From an optimization exercise on the open Yosys and OpenROAD flow, aimed at small area; shortcuts taken in it are not production practice.
Only simulation tests tie the RTL to the original design; equivalence was not proved.
Power figures rest on the tool's default switching activity, not on a simulated workload.

zinc:
Design game2048, start of the top module:
module game2048 (
    btnS, btnL, btnR, btnU, btnD, clk, RsRx, sw,      
    AN, SEG, RsTx                                    
);
input       btnS, btnL, btnR, btnU, btnD, clk, RsRx;
input [1:0] sw;
output [3:0] AN;
output [6:0] SEG;
output      RsTx;
reg [1:0] arst_ff;
always @(posedge clk or posedge btnS)
    if (btnS) arst_ff <= 2'b11;
    else      arst_ff <= {1'b0, arst_ff[1]};
wire rst = arst_ff[0];
wire        pU, pD, pL, pR, tick, scan;
wire [63:0] bd;
wire        bd_rot;
wire [3:0]  mx;
wire        s_merge, s_output;
g2048_timers timers (
    .clk(clk), .rst(rst), .btnU(btnU), .btnD(btnD), .btnL(btnL), .btnR(btnR),
    .pU(pU), .pD(pD), .pL(pL), .pR(pR), .tick(tick), .scan(scan));
g2048_board board (
    .clk(clk), .rst(rst), .pU(pU), .pD(pD), .pL(pL), .pR(pR), .tick(tick), .sw0(sw[0]),
    .bd(bd), .bd_rot(bd_rot), .mx(mx), .s_merge(s_merge), .s_output(s_output));
g2048_display display (
    .clk(clk), .rst(rst), .scan(scan), .mx(mx), .AN(AN), .SEG(SEG));
g2048_frames frames (
    .clk(clk), .rst(rst), .bd(bd), .bd_rot(bd_rot), .s_merge(s_merge), .s_output(s_output),
    .tx(RsTx));
endmodule
clock: 10.0 ns
lec_check: 0
abc_area: 1
cap_margin: 10
core_margin: 2
core_utilization: 55
cts_buf_list: sky130_fd_sc_hd__clkbuf_8
cts_cluster_diameter: 120
cts_cluster_size: 16
gpl_timing_driven: 0
slew_margin: 10
standard.sh (not shown) runs the stock make flow with config.mk's settings and CLKGATE_MAP_FILE= SYNTH_SCRIPT=/design/flow/synth_recipe.tcl, a recipe that flattens the netlist after the stock synthesis.
==> flow/flow/run.sh <==
#!/bin/bash
# Own layout flow: the standard flow (standard.sh), with these changes to synthesis only:
#  - the technology mapping (Yosys's abc pass) uses an area-oriented ABC script
#    (flow/area.abc) instead of ORFS's;
#  - no adder cells (ADDER_MAP_FILE empty) and no Kogge-Stone carry map
#    (SYNTH_OPERATIONS_ARGS), so that abc maps adders as plain logic;
# and the ports are buffered with the smallest buffer (BUFFER_PORTS_ARGS).
# Flip-flop mapping, flattening and register naming are the standard synthesis's
# (synth_recipe.tcl).  Each step's full log is in orfs/logs/; make's output is in flow_make.log.
set -euo pipefail
W=$PWD
cat > "$W/synth_area.tcl" <<EOT
proc abc {args} {
  set i [lsearch -exact \$args -script]
  if {\$i >= 0} { set args [lreplace \$args [expr {\$i + 1}] [expr {\$i + 1}] {$W/flow/area.abc}] }
  puts "abc (area script): \$args"
  yosys abc {*}\$args
}
source {$W/synth_recipe.tcl}
EOT
EXTRA="SYNTH_SCRIPT=$W/synth_area.tcl ADDER_MAP_FILE= SYNTH_OPERATIONS_ARGS=-nofsm"
EXTRA="$EXTRA BUFFER_PORTS_ARGS='-buffer_cell sky130_fd_sc_hd__buf_1'"
sed -e "s|SYNTH_SCRIPT=[^ ]*|$EXTRA|" standard.sh > "$W/standard_area.sh"
grep -q "SYNTH_SCRIPT=$W/synth_area.tcl" "$W/standard_area.sh"
bash "$W/standard_area.sh" finish > "$W/flow_make.log" 2>&1
test -s "$W/out/final.def"
==> flow/flow/area.abc <==
strash
&get -n
&deepsyn -T 60
&put
&get -n
&dch -f
&nf -a -R 1000 -F 20 -A 20
&put
zinc: flow completed, timing, DRC and antenna clean
Setup changes, zinc to violet
Settings: CTS_CLUSTER_DIAMETER changed from 120 to 60.
## What came out
As far as setup slack is concerned, violet and zinc perform about the same.
violet ran to completion and came out clean on the timing, DRC and antenna checks.
Clock-buffer cell count went up by more than a quarter going from zinc to violet.
Taking zinc as the reference, in violet sequential share of layout area has decreased, global routing met1 resource utilization has decreased.
The overall track demand over capacity in global routing on violet is in line with that on zinc.
Between violet and zinc, layout overhead on the synthesized area is higher for violet, zinc comes in under that.
Against zinc, final area in violet rose slightly.
For raven, these inputs were changed with respect to violet:
Settings: CTS_CLUSTER_SIZE changed from 16 to 12; CTS_CLUSTER_DIAMETER changed from 60 to 80.
==> flow/flow/run.sh <==
#!/bin/bash
# Own layout flow: the standard flow (standard.sh) with these changes:
#  - synthesis: the technology mapping (Yosys's abc pass) uses an area-oriented ABC script
#    (flow/area.abc) instead of ORFS's, and there are no adder cells (ADDER_MAP_FILE empty)
#    and no Kogge-Stone carry map (SYNTH_OPERATIONS_ARGS), so that abc maps adders as plain
#    logic.  Flip-flop mapping, flattening and register naming are the standard synthesis's
#    (synth_recipe.tcl).
#  - placement: the ports are buffered with the smallest buffer (BUFFER_PORTS_ARGS).
#  - clock tree: config.mk's buffer and clustering settings, without dummy loads (CTS_ARGS).
# Each step's full log is in orfs/logs/; make's output is in flow_make.log.
set -euo pipefail
W=$PWD
cat > "$W/synth_area.tcl" <<EOT
proc abc {args} {
  set i [lsearch -exact \$args -script]
  if {\$i >= 0} { set args [lreplace \$args [expr {\$i + 1}] [expr {\$i + 1}] {$W/flow/area.abc}] }
  puts "abc (area script): \$args"
  yosys abc {*}\$args
}
source {$W/synth_recipe.tcl}
EOT
EXTRA="SYNTH_SCRIPT=$W/synth_area.tcl ADDER_MAP_FILE= SYNTH_OPERATIONS_ARGS=-nofsm"
EXTRA="$EXTRA BUFFER_PORTS_ARGS='-buffer_cell sky130_fd_sc_hd__buf_1'"
EXTRA="$EXTRA CTS_ARGS='-sink_clustering_enable -repair_clock_nets -sink_clustering_size 8"
EXTRA="$EXTRA -sink_clustering_max_diameter 60 -buf_list sky130_fd_sc_hd__clkbuf_4 -root_buf sky130_fd_sc_hd__clkbuf_8 -dont_use_dummy_load'"
sed -e "s|SYNTH_SCRIPT=[^ ]*|$EXTRA|" standard.sh > "$W/standard_area.sh"
grep -q "SYNTH_SCRIPT=$W/synth_area.tcl" "$W/standard_area.sh"
bash "$W/standard_area.sh" finish > "$W/flow_make.log" 2>&1
test -s "$W/out/final.def"
--- outcome ---
Total power after layout went down by a few percent going from violet to raven.
Total length of routed wires (raven vs. violet) increases slightly
Via density per instance in raven is about 1.5% above violet.


Starting RTL as in the previous note.
export LEC_CHECK = 0
export ABC_AREA = 1
export CAP_MARGIN = 10
export CORE_MARGIN = 2
export CORE_UTILIZATION = 55
export CTS_BUF_LIST = sky130_fd_sc_hd__clkbuf_8
export CTS_CLUSTER_DIAMETER = 80
export CTS_CLUSTER_SIZE = 12
export GPL_TIMING_DRIVEN = 0
export SLEW_MARGIN = 10
create_clock -name core_clock -period 10.0 [get_ports {clk}]
==> flow/flow/run.sh <==
#!/bin/bash
# Own layout flow: the standard flow (standard.sh) with these changes:
#  - synthesis: the technology mapping (Yosys's abc pass) uses an area-oriented ABC script
#    (flow/area.abc) instead of ORFS's, and there are no adder cells (ADDER_MAP_FILE empty)
#    and no Kogge-Stone carry map (SYNTH_OPERATIONS_ARGS), so that abc maps adders as plain
#    logic.  Flip-flop mapping, flattening and register naming are the standard synthesis's
#    (synth_recipe.tcl).
#  - placement: the ports are buffered with the smallest buffer (BUFFER_PORTS_ARGS).
#  - clock tree: config.mk's buffer and clustering settings, without dummy loads (CTS_ARGS).
# Each step's full log is in orfs/logs/; make's output is in flow_make.log.
set -euo pipefail
W=$PWD
cat > "$W/synth_area.tcl" <<EOT
proc abc {args} {
  set i [lsearch -exact \$args -script]
  if {\$i >= 0} { set args [lreplace \$args [expr {\$i + 1}] [expr {\$i + 1}] {$W/flow/area.abc}] }
  puts "abc (area script): \$args"
  yosys abc {*}\$args
}
source {$W/synth_recipe.tcl}
EOT
EXTRA="SYNTH_SCRIPT=$W/synth_area.tcl ADDER_MAP_FILE= SYNTH_OPERATIONS_ARGS=-nofsm"
EXTRA="$EXTRA BUFFER_PORTS_ARGS='-buffer_cell sky130_fd_sc_hd__buf_1'"
EXTRA="$EXTRA CTS_ARGS='-sink_clustering_enable -repair_clock_nets -sink_clustering_size 12"
EXTRA="$EXTRA -sink_clustering_max_diameter 80 -buf_list sky130_fd_sc_hd__clkbuf_8 -dont_use_dummy_load'"
sed -e "s|SYNTH_SCRIPT=[^ ]*|$EXTRA|" standard.sh > "$W/standard_area.sh"
grep -q "SYNTH_SCRIPT=$W/synth_area.tcl" "$W/standard_area.sh"
bash "$W/standard_area.sh" finish > "$W/flow_make.log" 2>&1
test -s "$W/out/final.def"
Scripts as last shown in full above: flow/flow/area.abc
Rerun with:
==> flow/flow/area.abc (replaced) <==
strash
&get -n
&deepsyn -T 60
&put
&get -n
&dch -f
&nf -a -R 1000 -F 20 -A 20 -E 100
&put
- The new run ran to the end with no violations
- sequential cell count does not change
- die area barely changes
- worst setup slack barely changes
- power is about the same
- routed wire length shrinks by 1.3%
- fmax stays flat
- utilization shrinks by 0.23 points
- clock power hardly moves
- combinational power stays flat
- global-route usage shrinks by 0.62 points
- sequential power barely changes
Rerun with:
==> flow/flow/run.sh (replaced) <==
#!/bin/bash
# Own layout flow: the standard flow (standard.sh) with one change to synthesis: the
# technology mapping (Yosys's abc pass) uses an area-oriented ABC script (flow/area.abc)
# instead of ORFS's.  Everything else, including flip-flop mapping, flattening and register
# naming, is the standard synthesis (synth_recipe.tcl).
set -euo pipefail
W=$PWD
cat > "$W/synth_area.tcl" <<EOT
proc abc {args} {
  set i [lsearch -exact \$args -script]
  if {\$i >= 0} { set args [lreplace \$args [expr {\$i + 1}] [expr {\$i + 1}] {$W/flow/area.abc}] }
  puts "abc (area script): \$args"
  yosys abc {*}\$args
}
source {$W/synth_recipe.tcl}
EOT
sed "s|SYNTH_SCRIPT=[^ ]*|SYNTH_SCRIPT=$W/synth_area.tcl|" standard.sh > "$W/standard_area.sh"
grep -q "SYNTH_SCRIPT=$W/synth_area.tcl" "$W/standard_area.sh"
bash "$W/standard_area.sh" finish > "$W/flow_make.log" 2>&1
test -s "$W/out/final.def"
==> flow/flow/area.abc (replaced) <==
strash
&get -n
&deepsyn -T 60
&put
&get -n
&dch -f
&nf -a -R 1000 -F 20 -A 20
&put
CORE_UTILIZATION = 65   (was 55)
Fmax stays flat.
Register-to-register slack gets worse by 0.73 ns.
Synthesized area climbs by 7.9%.
Die area came out lower by 8.5%.
Routed wire length grows by 0.72%.
Total power goes up by 12%.
Count of clock-buffer cells in the layout went up by 1.
Final area rises by 8.4%.
Clock power climbs by 6.0%.
Hold slack is about the same.
Rerun with:
==> flow/flow/run.sh (replaced) <==
#!/bin/bash
# Own layout flow: the standard flow (standard.sh) with these changes:
#  - synthesis: the technology mapping (Yosys's abc pass) uses an area-oriented ABC script
#    (flow/area.abc) instead of ORFS's, and there are no adder cells (ADDER_MAP_FILE empty)
#    and no Kogge-Stone carry map (SYNTH_OPERATIONS_ARGS), so that abc maps adders as plain
#    logic.  Flip-flop mapping, flattening and register naming are the standard synthesis's
#    (synth_recipe.tcl).
#  - placement: the ports are buffered with the smallest buffer (BUFFER_PORTS_ARGS).
#  - clock tree: config.mk's buffer and clustering settings, without dummy loads (CTS_ARGS).
# Each step's full log is in orfs/logs/; make's output is in flow_make.log.
set -euo pipefail
W=$PWD
cat > "$W/synth_area.tcl" <<EOT
proc abc {args} {
  set i [lsearch -exact \$args -script]
  if {\$i >= 0} { set args [lreplace \$args [expr {\$i + 1}] [expr {\$i + 1}] {$W/flow/area.abc}] }
  puts "abc (area script): \$args"
  yosys abc {*}\$args
}
source {$W/synth_recipe.tcl}
EOT
EXTRA="SYNTH_SCRIPT=$W/synth_area.tcl ADDER_MAP_FILE= SYNTH_OPERATIONS_ARGS=-nofsm"
EXTRA="$EXTRA BUFFER_PORTS_ARGS='-buffer_cell sky130_fd_sc_hd__buf_1'"
EXTRA="$EXTRA CTS_ARGS='-sink_clustering_enable -repair_clock_nets -sink_clustering_size 14"
EXTRA="$EXTRA -sink_clustering_max_diameter 100 -buf_list sky130_fd_sc_hd__clkbuf_8 -dont_use_dummy_load'"
sed -e "s|SYNTH_SCRIPT=[^ ]*|$EXTRA|" standard.sh > "$W/standard_area.sh"
grep -q "SYNTH_SCRIPT=$W/synth_area.tcl" "$W/standard_area.sh"
bash "$W/standard_area.sh" finish > "$W/flow_make.log" 2>&1
test -s "$W/out/final.def"
==> flow/flow/area.abc (replaced) <==
strash
&get -n
&deepsyn -T 60
&put
&get -n
&dch -f
&nf -a -R 1000 -F 20 -A 20 -E 100
&put
CORE_UTILIZATION = 55   (was 65)
CTS_CLUSTER_DIAMETER = 100   (was 80)
CTS_CLUSTER_SIZE = 14   (was 12)
Result:
- The changed run completed without violations
- clock-buffer cell count fell by 5
- synthesized area fell by a little under a tenth
- via count fell by a little under a tenth
- first-iteration DRC count fell by a quarter to a third
- wire length fell slightly
- fmax rose slightly
- synthesized cell count fell by roughly a tenth


Starting RTL as in the previous note.
Design game2048, start of the top module:
module game2048 (
    btnS, btnL, btnR, btnU, btnD, clk, RsRx, sw,      
    AN, SEG, RsTx                                    
);
input       btnS, btnL, btnR, btnU, btnD, clk, RsRx;
input [1:0] sw;
output [3:0] AN;
output [6:0] SEG;
output      RsTx;
reg [1:0] arst_ff;
always @(posedge clk or posedge btnS)
    if (btnS) arst_ff <= 2'b11;
    else      arst_ff <= {1'b0, arst_ff[1]};
wire rst = arst_ff[0];
wire        pU, pD, pL, pR, tick, scan;
wire [63:0] bd;
wire        bd_rot;
wire [3:0]  mx;
wire        s_merge, s_output;
g2048_timers timers (
    .clk(clk), .rst(rst), .btnU(btnU), .btnD(btnD), .btnL(btnL), .btnR(btnR),
    .pU(pU), .pD(pD), .pL(pL), .pR(pR), .tick(tick), .scan(scan));
g2048_board board (
    .clk(clk), .rst(rst), .pU(pU), .pD(pD), .pL(pL), .pR(pR), .tick(tick), .sw0(sw[0]),
    .bd(bd), .bd_rot(bd_rot), .mx(mx), .s_merge(s_merge), .s_output(s_output));
g2048_display display (
    .clk(clk), .rst(rst), .scan(scan), .mx(mx), .AN(AN), .SEG(SEG));
g2048_frames frames (
    .clk(clk), .rst(rst), .bd(bd), .bd_rot(bd_rot), .s_merge(s_merge), .s_output(s_output),
    .tx(RsTx));
endmodule
clock: 10.0 ns
lec_check: 0
abc_area: 1
cap_margin: 10
core_margin: 2
core_utilization: 55
cts_buf_list: sky130_fd_sc_hd__clkbuf_8
cts_cluster_diameter: 80
cts_cluster_size: 12
gpl_timing_driven: 0
slew_margin: 10
==> flow/flow/run.sh <==
#!/bin/bash
# Own layout flow: the standard flow (standard.sh), with these changes to synthesis only:
#  - the technology mapping (Yosys's abc pass) uses an area-oriented ABC script
#    (flow/area.abc) instead of ORFS's;
#  - no adder cells (ADDER_MAP_FILE empty) and no Kogge-Stone carry map
#    (SYNTH_OPERATIONS_ARGS), so that abc maps adders as plain logic;
# the ports are buffered with the smallest buffer (BUFFER_PORTS_ARGS), and the clock tree
# is built without dummy loads (CTS_ARGS).
# Flip-flop mapping, flattening and register naming are the standard synthesis's
# (synth_recipe.tcl).  Each step's full log is in orfs/logs/; make's output is in flow_make.log.
set -euo pipefail
W=$PWD
cat > "$W/synth_area.tcl" <<EOT
proc abc {args} {
  set i [lsearch -exact \$args -script]
  if {\$i >= 0} { set args [lreplace \$args [expr {\$i + 1}] [expr {\$i + 1}] {$W/flow/area.abc}] }
  puts "abc (area script): \$args"
  yosys abc {*}\$args
}
source {$W/synth_recipe.tcl}
EOT
EXTRA="SYNTH_SCRIPT=$W/synth_area.tcl ADDER_MAP_FILE= SYNTH_OPERATIONS_ARGS=-nofsm"
EXTRA="$EXTRA BUFFER_PORTS_ARGS='-buffer_cell sky130_fd_sc_hd__buf_1'"
# clock tree: config.mk's buffer and clustering settings, without dummy loads
EXTRA="$EXTRA CTS_ARGS='-sink_clustering_enable -repair_clock_nets -sink_clustering_size 12"
EXTRA="$EXTRA -sink_clustering_max_diameter 80 -buf_list sky130_fd_sc_hd__clkbuf_8 -dont_use_dummy_load'"
sed -e "s|SYNTH_SCRIPT=[^ ]*|$EXTRA|" standard.sh > "$W/standard_area.sh"
grep -q "SYNTH_SCRIPT=$W/synth_area.tcl" "$W/standard_area.sh"
bash "$W/standard_area.sh" finish > "$W/flow_make.log" 2>&1
test -s "$W/out/final.def"
==> flow/flow/area.abc <==
strash
&get -n
&deepsyn -T 60
&put
&get -n
&dch -f
&nf -a -R 1000 -F 20 -A 20
&put
Change:
==> flow/flow/run.sh (replaced) <==
#!/bin/bash
# Own layout flow: the standard flow (standard.sh) with one change to synthesis: the
# technology mapping (Yosys's abc pass) uses an area-oriented ABC script (flow/area.abc)
# instead of ORFS's.  Everything else, including flip-flop mapping, flattening and register
# naming, is the standard synthesis (synth_recipe.tcl).
set -euo pipefail
W=$PWD
cat > "$W/synth_area.tcl" <<EOT
proc abc {args} {
  set i [lsearch -exact \$args -script]
  if {\$i >= 0} { set args [lreplace \$args [expr {\$i + 1}] [expr {\$i + 1}] {$W/flow/area.abc}] }
  puts "abc (area script): \$args"
  yosys abc {*}\$args
}
source {$W/synth_recipe.tcl}
EOT
sed -e "s|SYNTH_SCRIPT=[^ ]*|SYNTH_SCRIPT=$W/synth_area.tcl BUFFER_PORTS_ARGS='-buffer_cell sky130_fd_sc_hd__buf_1'|" \
    standard.sh > "$W/standard_area.sh"
grep -q "SYNTH_SCRIPT=$W/synth_area.tcl" "$W/standard_area.sh"
bash "$W/standard_area.sh" finish > "$W/flow_make.log" 2>&1
test -s "$W/out/final.def"
--- a/flow/config.mk
+++ b/flow/config.mk
@@ -9,5 +9,5 @@
 export CAP_MARGIN = 10
 export CORE_MARGIN = 2
-export CORE_UTILIZATION = 55
+export CORE_UTILIZATION = 65
 export CTS_BUF_LIST = sky130_fd_sc_hd__clkbuf_8
 export CTS_CLUSTER_DIAMETER = 80
Outcome: Non-clock buffer count is lower by 4. Fmax is higher by 4.9%. Clock-buffer cell count is higher by 2. Global-route usage is higher by 3.3 points. Sequential cell count stays the same.
Change:
==> flow/flow/run.sh (replaced) <==
#!/bin/bash
# Own layout flow: the standard flow (standard.sh) with these changes:
#  - synthesis: the technology mapping (Yosys's abc pass) uses an area-oriented ABC script
#    (flow/area.abc) instead of ORFS's, and there are no adder cells (ADDER_MAP_FILE empty)
#    and no Kogge-Stone carry map (SYNTH_OPERATIONS_ARGS), so that abc maps adders as plain
#    logic.  Flip-flop mapping, flattening and register naming are the standard synthesis's
#    (synth_recipe.tcl).
#  - placement: the ports are buffered with the smallest buffer (BUFFER_PORTS_ARGS).
#  - clock tree: config.mk's buffer and clustering settings, without dummy loads (CTS_ARGS).
# Each step's full log is in orfs/logs/; make's output is in flow_make.log.
set -euo pipefail
W=$PWD
cat > "$W/synth_area.tcl" <<EOT
proc abc {args} {
  set i [lsearch -exact \$args -script]
  if {\$i >= 0} { set args [lreplace \$args [expr {\$i + 1}] [expr {\$i + 1}] {$W/flow/area.abc}] }
  puts "abc (area script): \$args"
  yosys abc {*}\$args
}
source {$W/synth_recipe.tcl}
EOT
EXTRA="SYNTH_SCRIPT=$W/synth_area.tcl ADDER_MAP_FILE= SYNTH_OPERATIONS_ARGS=-nofsm"
EXTRA="$EXTRA BUFFER_PORTS_ARGS='-buffer_cell sky130_fd_sc_hd__buf_1'"
EXTRA="$EXTRA CTS_ARGS='-sink_clustering_enable -repair_clock_nets -sink_clustering_size 12"
EXTRA="$EXTRA -sink_clustering_max_diameter 80 -buf_list sky130_fd_sc_hd__clkbuf_8 -dont_use_dummy_load'"
sed -e "s|SYNTH_SCRIPT=[^ ]*|$EXTRA|" standard.sh > "$W/standard_area.sh"
grep -q "SYNTH_SCRIPT=$W/synth_area.tcl" "$W/standard_area.sh"
bash "$W/standard_area.sh" finish > "$W/flow_make.log" 2>&1
test -s "$W/out/final.def"
==> flow/flow/area.abc (replaced) <==
strash
&get -n
&deepsyn -T 60
&put
&get -n
&dch -f
&nf -a -p -R 1000 -F 20 -A 20 -E 100
&put
--- a/flow/config.mk
+++ b/flow/config.mk
@@ -9,5 +9,5 @@
 export CAP_MARGIN = 10
 export CORE_MARGIN = 2
-export CORE_UTILIZATION = 65
+export CORE_UTILIZATION = 55
 export CTS_BUF_LIST = sky130_fd_sc_hd__clkbuf_8
 export CTS_CLUSTER_DIAMETER = 80
The new run finished clean.
Clock skew rose by 0.074 ns.
Final cell count fell by about 6%.
Utilization fell by 11 points.
Setup slack degrades by 0.19 ns.
Via count fell by about 9%.
Wire length fell by 5.3%.
Final area fell by about 7%.
Global-route usage fell by 4.7 points.
Non-clock buffer count fell by 2.
Change:
--- a/flow/flow/run.sh
+++ b/flow/flow/run.sh
@@ -22,6 +22,6 @@
 EXTRA="SYNTH_SCRIPT=$W/synth_area.tcl ADDER_MAP_FILE= SYNTH_OPERATIONS_ARGS=-nofsm"
 EXTRA="$EXTRA BUFFER_PORTS_ARGS='-buffer_cell sky130_fd_sc_hd__buf_1'"
-EXTRA="$EXTRA CTS_ARGS='-sink_clustering_enable -repair_clock_nets -sink_clustering_size 12"
-EXTRA="$EXTRA -sink_clustering_max_diameter 80 -buf_list sky130_fd_sc_hd__clkbuf_8 -dont_use_dummy_load'"
+EXTRA="$EXTRA CTS_ARGS='-sink_clustering_enable -repair_clock_nets -sink_clustering_size 14"
+EXTRA="$EXTRA -sink_clustering_max_diameter 100 -buf_list sky130_fd_sc_hd__clkbuf_8 -dont_use_dummy_load'"
 sed -e "s|SYNTH_SCRIPT=[^ ]*|$EXTRA|" standard.sh > "$W/standard_area.sh"
 grep -q "SYNTH_SCRIPT=$W/synth_area.tcl" "$W/standard_area.sh"
==> flow/flow/area.abc (replaced) <==
strash
&get -n
&deepsyn -T 60
&put
&get -n
&dch -f
&nf -a -R 1000 -F 20 -A 20 -E 100
&put
Outcome: Setup slack degrades by 0.22 ns. Wire length increases by 4.1%. Global-route usage increases by 0.80 points. Power decreases by 2.1%. Sequential power barely changes. Non-clock buffer count stays the same. Final cell count decreases by 0.72%.

static timing again, ports no longer ideal:
Ports are ideal in the flow. The routed layouts listed here were re-timed in OpenROAD. Step 1 assumes that a clkbuf_16 drives the clock port and a buf_2 every other input. Step 2 adds t to the input delays and takes it off the output delays; t is the mean of the earliest and latest rising clock arrival at the registers after step 1. Input paths then give back, and output paths get back, about the clock's delay inside the block. a / b / c = no drivers / after step 1 / after step 2; a / b = the first two.
run | t (ns) | slack for setup (ns) | worst hold slack (ns) | worst setup path after step 2 | worst slew at a driven data input, ns
zinc | 0.611 | 0.491 / 0.441 / 1.052 | 0.366 / 0.366 / 0.366 | register to output | 0.03
violet | 0.667 | 0.489 / 0.435 / 1.103 | 0.366 / 0.366 / 0.366 | register to output | 0.03
raven | 0.586 | 0.594 / 0.546 / 1.132 | 0.364 / 0.364 / 0.364 | register to output | 0.03
the first run of note 2 | 0.625 | 0.463 / 0.414 / 1.038 | 0.364 / 0.364 / 0.364 | register to output | 0.03
the second run of note 2 | 0.636 | 0.464 / 0.416 / 1.052 | 0.365 / 0.365 / 0.365 | register to output | 0.03
the third run of note 2 | 0.643 | 0.457 / 0.410 / 0.976 | 0.363 / 0.363 / 0.363 | register to register | 0.03
the fourth run of note 2 | 0.609 | 0.503 / 0.454 / 1.063 | 0.368 / 0.368 / 0.368 | register to output | 0.03
the first run of note 3 | 0.625 | 0.463 / 0.414 / 1.038 | 0.364 / 0.364 / 0.364 | register to output | 0.03
the second run of note 3 | 0.634 | 0.910 / 0.863 / 1.116 | 0.369 / 0.369 / 0.369 | register to register | 0.06
the third run of note 3 | 0.621 | 0.724 / 0.677 / 1.297 | 0.364 / 0.364 / 0.364 | register to output | 0.05
the fourth run of note 3 | 0.609 | 0.503 / 0.454 / 1.063 | 0.368 / 0.368 / 0.368 | register to output | 0.03
After both steps setup and hold are still met in every run listed.
